From an optimization exercise on the open Yosys and OpenROAD flow, aimed at small area, a short achievable clock period and few clock cycles; shortcuts taken in it are not production practice.
In this exercise RTL edits were held to simulation tests only and were not proved equivalent to the original.
Power is estimated from default activity; no workload was simulated.

== run 1 ==
==> flow/design.v (excerpt) <==
module EC_2(
    input  logic       Enter,
    input  logic       Clk,
    input  logic       Reset,
    input  logic [7:0] Data_input,
    input  logic       Load_en,
    input  logic [4:0] Load_addr,
    input  logic [7:0] Load_data,
    output logic       Halt,
    output logic       In_wait,
    output logic [7:0] Data_output
    );
    localparam logic [2:0] OP_LOAD  = 3'd0;
    localparam logic [2:0] OP_STORE = 3'd1;
    localparam logic [2:0] OP_ADD   = 3'd2;
    localparam logic [2:0] OP_SUB   = 3'd3;
    localparam logic [2:0] OP_IN    = 3'd4;
    localparam logic [2:0] OP_JZ    = 3'd5;
    localparam logic [2:0] OP_JPOS  = 3'd6;
    localparam logic [2:0] OP_HALT  = 3'd7;
    logic [7:0] mem [0:31];
    logic [4:0] pc;       
    logic [7:0] ir_d;     
    logic       vd;       
    logic [4:0] ir_e;     
    logic       e_ld, e_st, e_add, e_sub;
    logic [7:0] opnd;     
    logic       tk;       
    logic [7:0] a;
    logic       halt_r;   
    logic       inw;      
    wire stall = halt_r | (inw & ~Enter);
    wire       nx_valid = tk | vd;
    wire [7:0] nx_word  = tk ? opnd : ir_d;
    wire [2:0] nx_op    = nx_word[7:5];
    wire [4:0] ra       = nx_word[4:0];
    wire [7:0] bx    = opnd ^ {8{e_sub}};
    wire [7:0] g0    = a & bx;
    wire [7:0] p0    = a ^ bx;
    wire [7:0] gk = {g0[7:1], g0[0] | (p0[0] & e_sub)};
    wire [7:0] pk = {p0[7:1], 1'b0};
    wire [7:0] g1 = gk | (pk & {gk[6:0], 1'b0});
    wire [7:0] p1 = pk & {pk[6:0], 1'b0};
    wire [7:0] g2 = g1 | (p1 & {g1[5:0], 2'b0});
    wire [7:0] p2 = p1 & {p1[5:0], 2'b0};
    wire [7:0] g3 = g2 | (p2 & {g2[3:0], 4'b0});
    wire [7:0] carry = {g3[6:0], e_sub};
    wire [7:0] sum   = p0 ^ carry;
    wire [7:0] ab_x     = a ^ opnd;
    wire       add_zero = (ab_x == {a[6:0] | opnd[6:0], 1'b0});
    wire       sub_zero = (ab_x == 8'd0);
    wire e_keep = ~(e_ld | e_add | e_sub | inw);
    wire [7:0] a_nx = ({8{e_ld}}          & opnd) |
                      ({8{e_add | e_sub}} & sum) |
  ...
clock: 8.0 ns
lec_check: 0
abc_area: 1
cap_margin: 50
core_margin: 2
core_utilization: 40
cts_buf_list: sky130_fd_sc_hd__clkbuf_4 sky130_fd_sc_hd__clkbuf_8
setup_slack_margin: 5
slew_margin: 60
tns_end_percent: 5
standard.sh (not shown) runs the stock make flow with config.mk's settings and CLKGATE_MAP_FILE= SYNTH_SCRIPT=/design/flow/synth_recipe.tcl, a recipe that flattens the netlist after the stock synthesis.
==> flow/flow/run.sh <==
#!/bin/bash
# Own layout flow: the standard flow (standard.sh) with two changes.
#  - sky130_fd_sc_hd__a222oi_1 is added to the platform's don't-use cells.
#    It has no stronger size, and as the last gate of a memory read it drives
#    a long wire slowly, which the resizer cannot fix.
#  - Ports are buffered with buf_4 rather than the default choice (a slow
#    clkdlybuf4s50_1 on the outputs).
# Everything else, including the synthesis script, is the standard flow.
# Each ORFS step logs to orfs/logs/...; make's own output goes to
# flow_make.log here.
set -euo pipefail
PLATFORM_DONT_USE="sky130_fd_sc_hd__probe_p_8 sky130_fd_sc_hd__probec_p_8 sky130_fd_sc_hd__lpflow_bleeder_1 sky130_fd_sc_hd__lpflow_clkbufkapwr_1 sky130_fd_sc_hd__lpflow_clkbufkapwr_16 sky130_fd_sc_hd__lpflow_clkbufkapwr_2 sky130_fd_sc_hd__lpflow_clkbufkapwr_4 sky130_fd_sc_hd__lpflow_clkbufkapwr_8 sky130_fd_sc_hd__lpflow_clkinvkapwr_1 sky130_fd_sc_hd__lpflow_clkinvkapwr_16 sky130_fd_sc_hd__lpflow_clkinvkapwr_2 sky130_fd_sc_hd__lpflow_clkinvkapwr_4 sky130_fd_sc_hd__lpflow_clkinvkapwr_8 sky130_fd_sc_hd__lpflow_decapkapwr_12 sky130_fd_sc_hd__lpflow_decapkapwr_3 sky130_fd_sc_hd__lpflow_decapkapwr_4 sky130_fd_sc_hd__lpflow_decapkapwr_6 sky130_fd_sc_hd__lpflow_decapkapwr_8 sky130_fd_sc_hd__lpflow_inputiso0n_1 sky130_fd_sc_hd__lpflow_inputiso0p_1 sky130_fd_sc_hd__lpflow_inputiso1n_1 sky130_fd_sc_hd__lpflow_inputiso1p_1 sky130_fd_sc_hd__lpflow_inputisolatch_1 sky130_fd_sc_hd__lpflow_isobufsrc_1 sky130_fd_sc_hd__lpflow_isobufsrc_16 sky130_fd_sc_hd__lpflow_isobufsrc_2 sky130_fd_sc_hd__lpflow_isobufsrc_4 sky130_fd_sc_hd__lpflow_isobufsrc_8 sky130_fd_sc_hd__lpflow_isobufsrckapwr_16 sky130_fd_sc_hd__lpflow_lsbuf_lh_hl_isowell_tap_1 sky130_fd_sc_hd__lpflow_lsbuf_lh_hl_isowell_tap_2 sky130_fd_sc_hd__lpflow_lsbuf_lh_hl_isowell_tap_4 sky130_fd_sc_hd__lpflow_lsbuf_lh_isowell_4 sky130_fd_sc_hd__lpflow_lsbuf_lh_isowell_tap_1 sky130_fd_sc_hd__lpflow_lsbuf_lh_isowell_tap_2 sky130_fd_sc_hd__lpflow_lsbuf_lh_isowell_tap_4 "
bash standard.sh finish \
  DONT_USE_CELLS="$PLATFORM_DONT_USE sky130_fd_sc_hd__a222oi_1" \
  BUFFER_PORTS_ARGS="-buffer_cell sky130_fd_sc_hd__buf_4" \
  > flow_make.log 2>&1
Run 1 finished end to end and its layout was clean on timing, DRC and antenna.
Testbench counts of run 1, summed over its fixed seeds: cycles 43,846.
Relative to run 1, the following input files were edited for run 2:
--- a/flow/flow/run.sh
+++ b/flow/flow/run.sh
@@ -1,3 +1,3 @@
 #!/bin/bash
-# Own layout flow: the standard flow (standard.sh) with two changes.
+# Own layout flow: the standard flow (standard.sh) with three changes.
 #  - sky130_fd_sc_hd__a222oi_1 is added to the platform's don't-use cells.
@@ -7,2 +7,5 @@
 #    clkdlybuf4s50_1 on the outputs).
+#  - Clock tree synthesis runs with the usual arguments plus
+#    -dont_use_dummy_load, so it adds no dummy load cells to the clock tree,
+#    and with larger sink clusters (30 sinks, 80 um) on the default buffers.
 # Everything else, including the synthesis script, is the standard flow.
@@ -15,2 +18,3 @@
   BUFFER_PORTS_ARGS="-buffer_cell sky130_fd_sc_hd__buf_4" \
+  CTS_ARGS="-sink_clustering_enable -repair_clock_nets -dont_use_dummy_load -sink_clustering_size 30 -sink_clustering_max_diameter 80" \
   > flow_make.log 2>&1
==> flow/config.mk <==
export PLATFORM = sky130hd
export DESIGN_NAME = EC_2
export DESIGN_NICKNAME = EC_2
export VERILOG_FILES = /design/flow/design.v
export SDC_FILE = /design/flow/constraint.sdc
export NUM_CORES = 4
export LEC_CHECK = 0
export CAP_MARGIN = 20
export CORE_MARGIN = 2
export CORE_UTILIZATION = 45
export PLACE_DENSITY = 0.65
export SETUP_SLACK_MARGIN = 5
export SLEW_MARGIN = 20
export TNS_END_PERCENT = 100
## What came out
Cmp run 2 vs run 1: total global-route track usage higher in run 2. The run showing the smaller met3 usage in global routing is run 1. Run 2 — final-layout clock-cell area share 3.2 points lower, run 1 as reference. | floorplan die width | higher: run 1 |. [run 2] number of setup buffers added after CTS rose 2 relative to run 1. Area added between synthesis and finish delta for run 2 relative to run 1: 0.46 points lower.
The inputs of run 3 differ from those of run 2 as listed below.
--- a/flow/flow/run.sh
+++ b/flow/flow/run.sh
@@ -9,3 +9,3 @@
 #    -dont_use_dummy_load, so it adds no dummy load cells to the clock tree,
-#    and with larger sink clusters (30 sinks, 80 um) on the default buffers.
+#    and with larger sink clusters (30 sinks, 60 um) on the default buffers.
 # Everything else, including the synthesis script, is the standard flow.
@@ -18,3 +18,3 @@
   BUFFER_PORTS_ARGS="-buffer_cell sky130_fd_sc_hd__buf_4" \
-  CTS_ARGS="-sink_clustering_enable -repair_clock_nets -dont_use_dummy_load -sink_clustering_size 30 -sink_clustering_max_diameter 80" \
+  CTS_ARGS="-sink_clustering_enable -repair_clock_nets -dont_use_dummy_load -sink_clustering_size 30 -sink_clustering_max_diameter 60" \
   > flow_make.log 2>&1
--- a/flow/config.mk
+++ b/flow/config.mk
@@ -10,3 +10,2 @@
 export CORE_UTILIZATION = 45
-export PLACE_DENSITY = 0.65
 export SETUP_SLACK_MARGIN = 5
### Flow results
- For run 3 and run 2, there was not a single run that failed to finish clean.
- NOTE: via count of the routed design in run 3 falls short of that of run 2
- The estimated power of run 3 ends up higher than the estimate for run 2.
- Going from run 2 to run 3, maximum achievable frequency higher, cell area reported after detailed placement lower.
- The share of power burned in combinational logic of run 3 falls short of that of run 2 by 3.7 points.
- For sequential share of cell area, run 3 and run 2 come out practically identical.
- The final design instance area without fill of run 3 and that of run 2 are within noise of each other.
- Per the comparison of run 3 with run 2, clock-pin slew of the registers on the worst-case setup and hold paths fell by 50 ps, combined area of the multi-input logic cells fell by about 2%.
#### Input delta (run 4 over run 3)
--- a/flow/flow/run.sh
+++ b/flow/flow/run.sh
@@ -8,4 +8,3 @@
 #  - Clock tree synthesis runs with the usual arguments plus
-#    -dont_use_dummy_load, so it adds no dummy load cells to the clock tree,
-#    and with larger sink clusters (30 sinks, 60 um) on the default buffers.
+#    -dont_use_dummy_load, so it adds no dummy load cells to the clock tree.
 # Everything else, including the synthesis script, is the standard flow.
@@ -18,3 +17,3 @@
   BUFFER_PORTS_ARGS="-buffer_cell sky130_fd_sc_hd__buf_4" \
-  CTS_ARGS="-sink_clustering_enable -repair_clock_nets -dont_use_dummy_load -sink_clustering_size 30 -sink_clustering_max_diameter 60" \
+  CTS_ARGS="-sink_clustering_enable -repair_clock_nets -dont_use_dummy_load -buf_list {sky130_fd_sc_hd__clkbuf_4 sky130_fd_sc_hd__clkbuf_8}" \
   > flow_make.log 2>&1
--- a/flow/config.mk
+++ b/flow/config.mk
@@ -9,3 +9,4 @@
 export CORE_MARGIN = 2
-export CORE_UTILIZATION = 45
+export CORE_UTILIZATION = 40
+export CTS_BUF_LIST = sky130_fd_sc_hd__clkbuf_4 sky130_fd_sc_hd__clkbuf_8
 export SETUP_SLACK_MARGIN = 5
==> comparison <==
The placement-stage cell area of run 4 exceeds that of run 3 by 0.92%.
DRC marker count from the first detailed-route iteration: lower on run 4
Looking only at amount of wire on met2 after detailed routing, and setting everything else aside, the higher value of run 4 and run 3 goes to run 4.
Relative to run 3, number of H-tree levels has gone up in run 4.
Run 4 vs. run 3: met2 track utilization from global routing went up by 3.0 points.
Launching instance or port of the critical path = pc[2]$_DFFE_PP0P_: run 3; launching instance or port of the critical path = pc[4]$_DFFE_PP0P_: run 4
Relative to run 3, total non-filler cell area in the finished layout has increased by 1.7% in run 4.
The following lists how run 5 was set up differently from run 4:
--- a/flow/flow/run.sh
+++ b/flow/flow/run.sh
@@ -8,3 +8,4 @@
 #  - Clock tree synthesis runs with the usual arguments plus
-#    -dont_use_dummy_load, so it adds no dummy load cells to the clock tree.
+#    -dont_use_dummy_load, so it adds no dummy load cells to the clock tree,
+#    and with larger sink clusters (30 sinks, 80 um) on the default buffers.
 # Everything else, including the synthesis script, is the standard flow.
@@ -17,3 +18,3 @@
   BUFFER_PORTS_ARGS="-buffer_cell sky130_fd_sc_hd__buf_4" \
-  CTS_ARGS="-sink_clustering_enable -repair_clock_nets -dont_use_dummy_load -buf_list {sky130_fd_sc_hd__clkbuf_4 sky130_fd_sc_hd__clkbuf_8}" \
+  CTS_ARGS="-sink_clustering_enable -repair_clock_nets -dont_use_dummy_load -sink_clustering_size 30 -sink_clustering_max_diameter 80" \
   > flow_make.log 2>&1
--- a/flow/config.mk
+++ b/flow/config.mk
@@ -9,4 +9,3 @@
 export CORE_MARGIN = 2
-export CORE_UTILIZATION = 40
-export CTS_BUF_LIST = sky130_fd_sc_hd__clkbuf_4 sky130_fd_sc_hd__clkbuf_8
+export CORE_UTILIZATION = 50
 export SETUP_SLACK_MARGIN = 5
Notes after the runs:
Taking run 4 as the reference point, the met3 usage in global routing of run 5 rises by 6.6 points. What run 5 reported for count of plain and timing-repair buffers has to be multiplied by 1.3 to get the figure for run 4. Per the final summary, run 5 finished and its layout is clean on timing, DRC and antenna. Compared with run 4, in run 5 power per cell area went down, post-layout worst setup margin lost 140 ps.
> inputs changed (run 5 -> run 6)
--- a/flow/flow/run.sh
+++ b/flow/flow/run.sh
@@ -9,3 +9,3 @@
 #    -dont_use_dummy_load, so it adds no dummy load cells to the clock tree,
-#    and with larger sink clusters (30 sinks, 80 um) on the default buffers.
+#    and with larger sink clusters (24 sinks, 80 um) on the default buffers.
 # Everything else, including the synthesis script, is the standard flow.
@@ -18,3 +18,3 @@
   BUFFER_PORTS_ARGS="-buffer_cell sky130_fd_sc_hd__buf_4" \
-  CTS_ARGS="-sink_clustering_enable -repair_clock_nets -dont_use_dummy_load -sink_clustering_size 30 -sink_clustering_max_diameter 80" \
+  CTS_ARGS="-sink_clustering_enable -repair_clock_nets -dont_use_dummy_load -sink_clustering_size 24 -sink_clustering_max_diameter 80" \
   > flow_make.log 2>&1
--- a/flow/config.mk
+++ b/flow/config.mk
@@ -9,3 +9,3 @@
 export CORE_MARGIN = 2
-export CORE_UTILIZATION = 50
+export CORE_UTILIZATION = 40
 export SETUP_SLACK_MARGIN = 5
Notes after the runs:
Between run 6 and run 5, the sequential power does not differ in any meaningful way.
The run showing the smaller highest cell delay on the worst timing path is run 6.
Per the comparison of run 6 with run 5, fmax increased about 4%; fraction of area in multi-input gates decreased 0.93 points; placed instance count increased 104.

---

The RTL this note starts from:
==> flow/design.v <==
module EC_2(
    input  logic       Enter,
    input  logic       Clk,
    input  logic       Reset,
    input  logic [7:0] Data_input,
    input  logic       Load_en,
    input  logic [4:0] Load_addr,
    input  logic [7:0] Load_data,
    output logic       Halt,
    output logic       In_wait,
    output logic [7:0] Data_output
    );
    localparam logic [2:0] OP_LOAD  = 3'd0;
    localparam logic [2:0] OP_STORE = 3'd1;
    localparam logic [2:0] OP_ADD   = 3'd2;
    localparam logic [2:0] OP_SUB   = 3'd3;
    localparam logic [2:0] OP_IN    = 3'd4;
    localparam logic [2:0] OP_JZ    = 3'd5;
    localparam logic [2:0] OP_JPOS  = 3'd6;
    localparam logic [2:0] OP_HALT  = 3'd7;
    logic [7:0] mem [0:31];
    logic [4:0] pc;       
    logic [7:0] ir_d;     
    logic       vd;       
    logic [4:0] ir_e;     
    logic       e_ld, e_st, e_add, e_sub;
    logic [7:0] opnd;     
    logic       tk;       
    logic [7:0] a;
    logic       halt_r;   
    logic       inw;      
    wire stall = halt_r | (inw & ~Enter);
    wire       nx_valid = tk | vd;
    wire [7:0] nx_word  = tk ? opnd : ir_d;
    wire [2:0] nx_op    = nx_word[7:5];
    wire [4:0] ra       = nx_word[4:0];
    wire [7:0] bx    = opnd ^ {8{e_sub}};
    wire [7:0] g0    = a & bx;
    wire [7:0] p0    = a ^ bx;
    wire [7:0] gk = {g0[7:1], g0[0] | (p0[0] & e_sub)};
    wire [7:0] pk = {p0[7:1], 1'b0};
    wire [7:0] g1 = gk | (pk & {gk[6:0], 1'b0});
    wire [7:0] p1 = pk & {pk[6:0], 1'b0};
    wire [7:0] g2 = g1 | (p1 & {g1[5:0], 2'b0});
    wire [7:0] p2 = p1 & {p1[5:0], 2'b0};
    wire [7:0] g3 = g2 | (p2 & {g2[3:0], 4'b0});
    wire [7:0] carry = {g3[6:0], e_sub};
    wire [7:0] sum   = p0 ^ carry;
    wire [7:0] ab_x     = a ^ opnd;
    wire       add_zero = (ab_x == {a[6:0] | opnd[6:0], 1'b0});
    wire       sub_zero = (ab_x == 8'd0);
    wire e_keep = ~(e_ld | e_add | e_sub | inw);
    wire [7:0] a_nx = ({8{e_ld}}          & opnd) |
                      ({8{e_add | e_sub}} & sum) |
                      ({8{inw}}           & Data_input) |
                      ({8{e_keep}}        & a);
    wire z_nx = (e_ld  & (opnd == 8'd0)) |
                (e_add & add_zero) |
                (e_sub & sub_zero) |
                (inw   & (Data_input == 8'd0)) |
                (e_keep & (a == 8'd0));
    logic [7:0] rd_op, rd_f;
    always_comb begin
        rd_op = 8'd0;
        rd_f  = 8'd0;
        for (int i = 0; i < 32; i++) begin
            rd_op = rd_op | (mem[i] & {8{ra == 5'(i)}});
            rd_f  = rd_f  | (mem[i] & {8{pc == 5'(i)}});
        end
    end
    wire [7:0] op_nx = (e_st && ir_e == ra) ? a : rd_op;
    wire       nx_store = nx_valid & (nx_op == OP_STORE);
    wire       refetch  = nx_store & (ra == pc);
    wire [7:0] f_nx = (e_st && ir_e == pc) ? a : rd_f;
    wire tk_nx = nx_valid & (((nx_op == OP_JZ) & z_nx) |
                             ((nx_op == OP_JPOS) & ~a_nx[7]));
    wire [4:0] ra_p1 = {ra[4] ^ (&ra[3:0]), ra[3] ^ (&ra[2:0]), ra[2] ^ (&ra[1:0]), ra[1] ^ ra[0], ~ra[0]};
    wire [4:0] pc_p1 = {pc[4] ^ (&pc[3:0]), pc[3] ^ (&pc[2:0]), pc[2] ^ (&pc[1:0]), pc[1] ^ pc[0], ~pc[0]};
    wire [4:0] pc_nx = tk_nx ? ra_p1 : refetch ? pc : pc_p1;
    always_ff @(posedge Clk or posedge Reset) begin
        if (Reset) begin
            pc     <= 5'd0;
            vd     <= 1'b0;
            a      <= 8'd0;
            e_ld   <= 1'b0;
            e_st   <= 1'b0;
            e_add  <= 1'b0;
            e_sub  <= 1'b0;
            tk     <= 1'b0;
            halt_r <= 1'b0;
            inw    <= 1'b0;
        end else if (!stall) begin
            pc     <= pc_nx;
            vd     <= ~refetch;
            a      <= a_nx;
            e_ld   <= nx_valid & (nx_op == OP_LOAD);
            e_st   <= nx_store;
            e_add  <= nx_valid & (nx_op == OP_ADD);
            e_sub  <= nx_valid & (nx_op == OP_SUB);
            tk     <= tk_nx;
            halt_r <= nx_valid & (nx_op == OP_HALT);
            inw    <= nx_valid & (nx_op == OP_IN);
        end
    end
    always_ff @(posedge Clk) begin
        if (!stall)
            ir_d <= f_nx;
    end
    always_ff @(posedge Clk) begin
        ir_e <= ra;
        opnd <= op_nx;
    end
    logic       ld_en;
    logic [4:0] ld_addr;
    logic [7:0] ld_data;
    always_ff @(posedge Clk) begin
        ld_en   <= Load_en;
        ld_addr <= Load_addr;
        ld_data <= Load_data;
    end
    always_ff @(posedge Clk) begin
        if (ld_en)
            mem[ld_addr] <= ld_data;
        else if (e_st)
            mem[ir_e] <= a;
    end
    assign Halt        = halt_r;
    assign In_wait     = inw;
    assign Data_output = a;
endmodule
Settings: LEC_CHECK=0, CAP_MARGIN=20, CORE_MARGIN=2, CORE_UTILIZATION=45, SETUP_SLACK_MARGIN=5, SLEW_MARGIN=20, TNS_END_PERCENT=50; clock period 8.0 ns.
==> flow/flow/run.sh <==
#!/bin/bash
# Own layout flow: the standard flow (standard.sh) with three changes.
#  - sky130_fd_sc_hd__a222oi_1 is added to the platform's don't-use cells.
#    It has no stronger size, and as the last gate of a memory read it drives
#    a long wire slowly, which the resizer cannot fix.
#  - Ports are buffered with buf_4 rather than the default choice (a slow
#    clkdlybuf4s50_1 on the outputs).
#  - Clock tree synthesis runs with the usual arguments plus
#    -dont_use_dummy_load, so it adds no dummy load cells to the clock tree,
#    and with larger sink clusters (30 sinks, 80 um) on the default buffers.
# Everything else, including the synthesis script, is the standard flow.
# Each ORFS step logs to orfs/logs/...; make's own output goes to
# flow_make.log here.
set -euo pipefail
PLATFORM_DONT_USE="sky130_fd_sc_hd__probe_p_8 sky130_fd_sc_hd__probec_p_8 sky130_fd_sc_hd__lpflow_bleeder_1 sky130_fd_sc_hd__lpflow_clkbufkapwr_1 sky130_fd_sc_hd__lpflow_clkbufkapwr_16 sky130_fd_sc_hd__lpflow_clkbufkapwr_2 sky130_fd_sc_hd__lpflow_clkbufkapwr_4 sky130_fd_sc_hd__lpflow_clkbufkapwr_8 sky130_fd_sc_hd__lpflow_clkinvkapwr_1 sky130_fd_sc_hd__lpflow_clkinvkapwr_16 sky130_fd_sc_hd__lpflow_clkinvkapwr_2 sky130_fd_sc_hd__lpflow_clkinvkapwr_4 sky130_fd_sc_hd__lpflow_clkinvkapwr_8 sky130_fd_sc_hd__lpflow_decapkapwr_12 sky130_fd_sc_hd__lpflow_decapkapwr_3 sky130_fd_sc_hd__lpflow_decapkapwr_4 sky130_fd_sc_hd__lpflow_decapkapwr_6 sky130_fd_sc_hd__lpflow_decapkapwr_8 sky130_fd_sc_hd__lpflow_inputiso0n_1 sky130_fd_sc_hd__lpflow_inputiso0p_1 sky130_fd_sc_hd__lpflow_inputiso1n_1 sky130_fd_sc_hd__lpflow_inputiso1p_1 sky130_fd_sc_hd__lpflow_inputisolatch_1 sky130_fd_sc_hd__lpflow_isobufsrc_1 sky130_fd_sc_hd__lpflow_isobufsrc_16 sky130_fd_sc_hd__lpflow_isobufsrc_2 sky130_fd_sc_hd__lpflow_isobufsrc_4 sky130_fd_sc_hd__lpflow_isobufsrc_8 sky130_fd_sc_hd__lpflow_isobufsrckapwr_16 sky130_fd_sc_hd__lpflow_lsbuf_lh_hl_isowell_tap_1 sky130_fd_sc_hd__lpflow_lsbuf_lh_hl_isowell_tap_2 sky130_fd_sc_hd__lpflow_lsbuf_lh_hl_isowell_tap_4 sky130_fd_sc_hd__lpflow_lsbuf_lh_isowell_4 sky130_fd_sc_hd__lpflow_lsbuf_lh_isowell_tap_1 sky130_fd_sc_hd__lpflow_lsbuf_lh_isowell_tap_2 sky130_fd_sc_hd__lpflow_lsbuf_lh_isowell_tap_4 "
bash standard.sh finish \
  DONT_USE_CELLS="$PLATFORM_DONT_USE sky130_fd_sc_hd__a222oi_1" \
  BUFFER_PORTS_ARGS="-buffer_cell sky130_fd_sc_hd__buf_4" \
  CTS_ARGS="-sink_clustering_enable -repair_clock_nets -dont_use_dummy_load -sink_clustering_size 30 -sink_clustering_max_diameter 80" \
  > flow_make.log 2>&1
The baseline completed without violations.
Testbench counts at the start, summed over its fixed seeds: cycles 43,846.
==> next run, changes <==
--- a/flow/flow/run.sh
+++ b/flow/flow/run.sh
@@ -9,3 +9,3 @@
 #    -dont_use_dummy_load, so it adds no dummy load cells to the clock tree,
-#    and with larger sink clusters (30 sinks, 80 um) on the default buffers.
+#    and with larger sink clusters (24 sinks, 80 um) on the default buffers.
 # Everything else, including the synthesis script, is the standard flow.
@@ -18,3 +18,3 @@
   BUFFER_PORTS_ARGS="-buffer_cell sky130_fd_sc_hd__buf_4" \
-  CTS_ARGS="-sink_clustering_enable -repair_clock_nets -dont_use_dummy_load -sink_clustering_size 30 -sink_clustering_max_diameter 80" \
+  CTS_ARGS="-sink_clustering_enable -repair_clock_nets -dont_use_dummy_load -sink_clustering_size 24 -sink_clustering_max_diameter 80" \
   > flow_make.log 2>&1
- CORE_UTILIZATION: 45 -> 50
- PLACE_DENSITY: default -> 0.7
- TNS_END_PERCENT: 50 -> 100
Result: Register-to-register slack stays flat; routed wire length went up by a few percent; global-route usage went up by 5.6 points; hold slack is better by 0.0046 ns; final area went up slightly; clock skew went down by 0.019 ns; critical path depth went up by 2; die area went down by roughly a tenth.
==> next run, changes <==
--- a/flow/flow/run.sh
+++ b/flow/flow/run.sh
@@ -1,3 +1,3 @@
 #!/bin/bash
-# Own layout flow: the standard flow (standard.sh) with three changes.
+# Own layout flow: the standard flow (standard.sh) with two changes.
 #  - sky130_fd_sc_hd__a222oi_1 is added to the platform's don't-use cells.
@@ -7,5 +7,2 @@
 #    clkdlybuf4s50_1 on the outputs).
-#  - Clock tree synthesis runs with the usual arguments plus
-#    -dont_use_dummy_load, so it adds no dummy load cells to the clock tree,
-#    and with larger sink clusters (24 sinks, 80 um) on the default buffers.
 # Everything else, including the synthesis script, is the standard flow.
@@ -18,3 +15,2 @@
   BUFFER_PORTS_ARGS="-buffer_cell sky130_fd_sc_hd__buf_4" \
-  CTS_ARGS="-sink_clustering_enable -repair_clock_nets -dont_use_dummy_load -sink_clustering_size 24 -sink_clustering_max_diameter 80" \
   > flow_make.log 2>&1
- CORE_UTILIZATION: 50 -> 40
- CTS_CLUSTER_DIAMETER: default -> 80
- CTS_CLUSTER_SIZE: default -> 24
- PLACE_DENSITY: 0.7 -> default
- TNS_END_PERCENT: 100 -> 5
What happened: The changed run went through all stages and came out clean; worst hold slack improves by 0.023 ns; wire length came out higher by 7.9%; fmax came out lower by 2.9%; final cell count came out higher by 7.6%; setup slack degrades by 0.093 ns.

what the ideal ports hide:
The flow's constraints put no driver on any port. The routed layouts listed below were extracted and timed again, unchanged, in two steps. Step 1 assumes that a clkbuf_16 drives the clock port and a buf_2 every other input. Step 2 times the ports against the registers' clock, not the clock port: input delays grow and output delays shrink by t, the midpoint of the rising clock arrivals with the driver on. a / b / c = no drivers / after step 1 / after step 2; a / b = the first two.
| run | t, ns | setup WS [ns] | worst setup path at the end | pins driven straight from the clock port |
|---|---|---|---|---|
| run 1 | 0.718 | 4.846 / 4.846 / 4.846 | register to register | 1 |
| run 2 | 0.579 | 4.885 / 4.885 / 4.530 | input to register | 1 |
| run 3 | 0.620 | 4.977 / 4.968 / 4.677 | input to register | 1 |
| run 4 | 0.679 | 4.920 / 4.920 / 4.620 | input to register | 1 |
| run 5 | 0.568 | 4.782 / 4.782 / 4.547 | input to register | 1 |
| run 6 | 0.595 | 4.901 / 4.901 / 4.648 | input to register | 1 |
| the first run of note 2 | 0.584 | 4.898 / 4.898 / 4.684 | input to register | 1 |
| the second run of note 2 | 0.565 | 4.887 / 4.887 / 4.649 | input to register | 1 |
| the third run of note 2 | 0.615 | 4.794 / 4.794 / 4.499 | input to register | 1 |
After both steps every run listed still meets setup and hold. The setup slack of run 2, which loses most, moves by 0.000 ns with the drivers and by -0.355 ns with both steps.
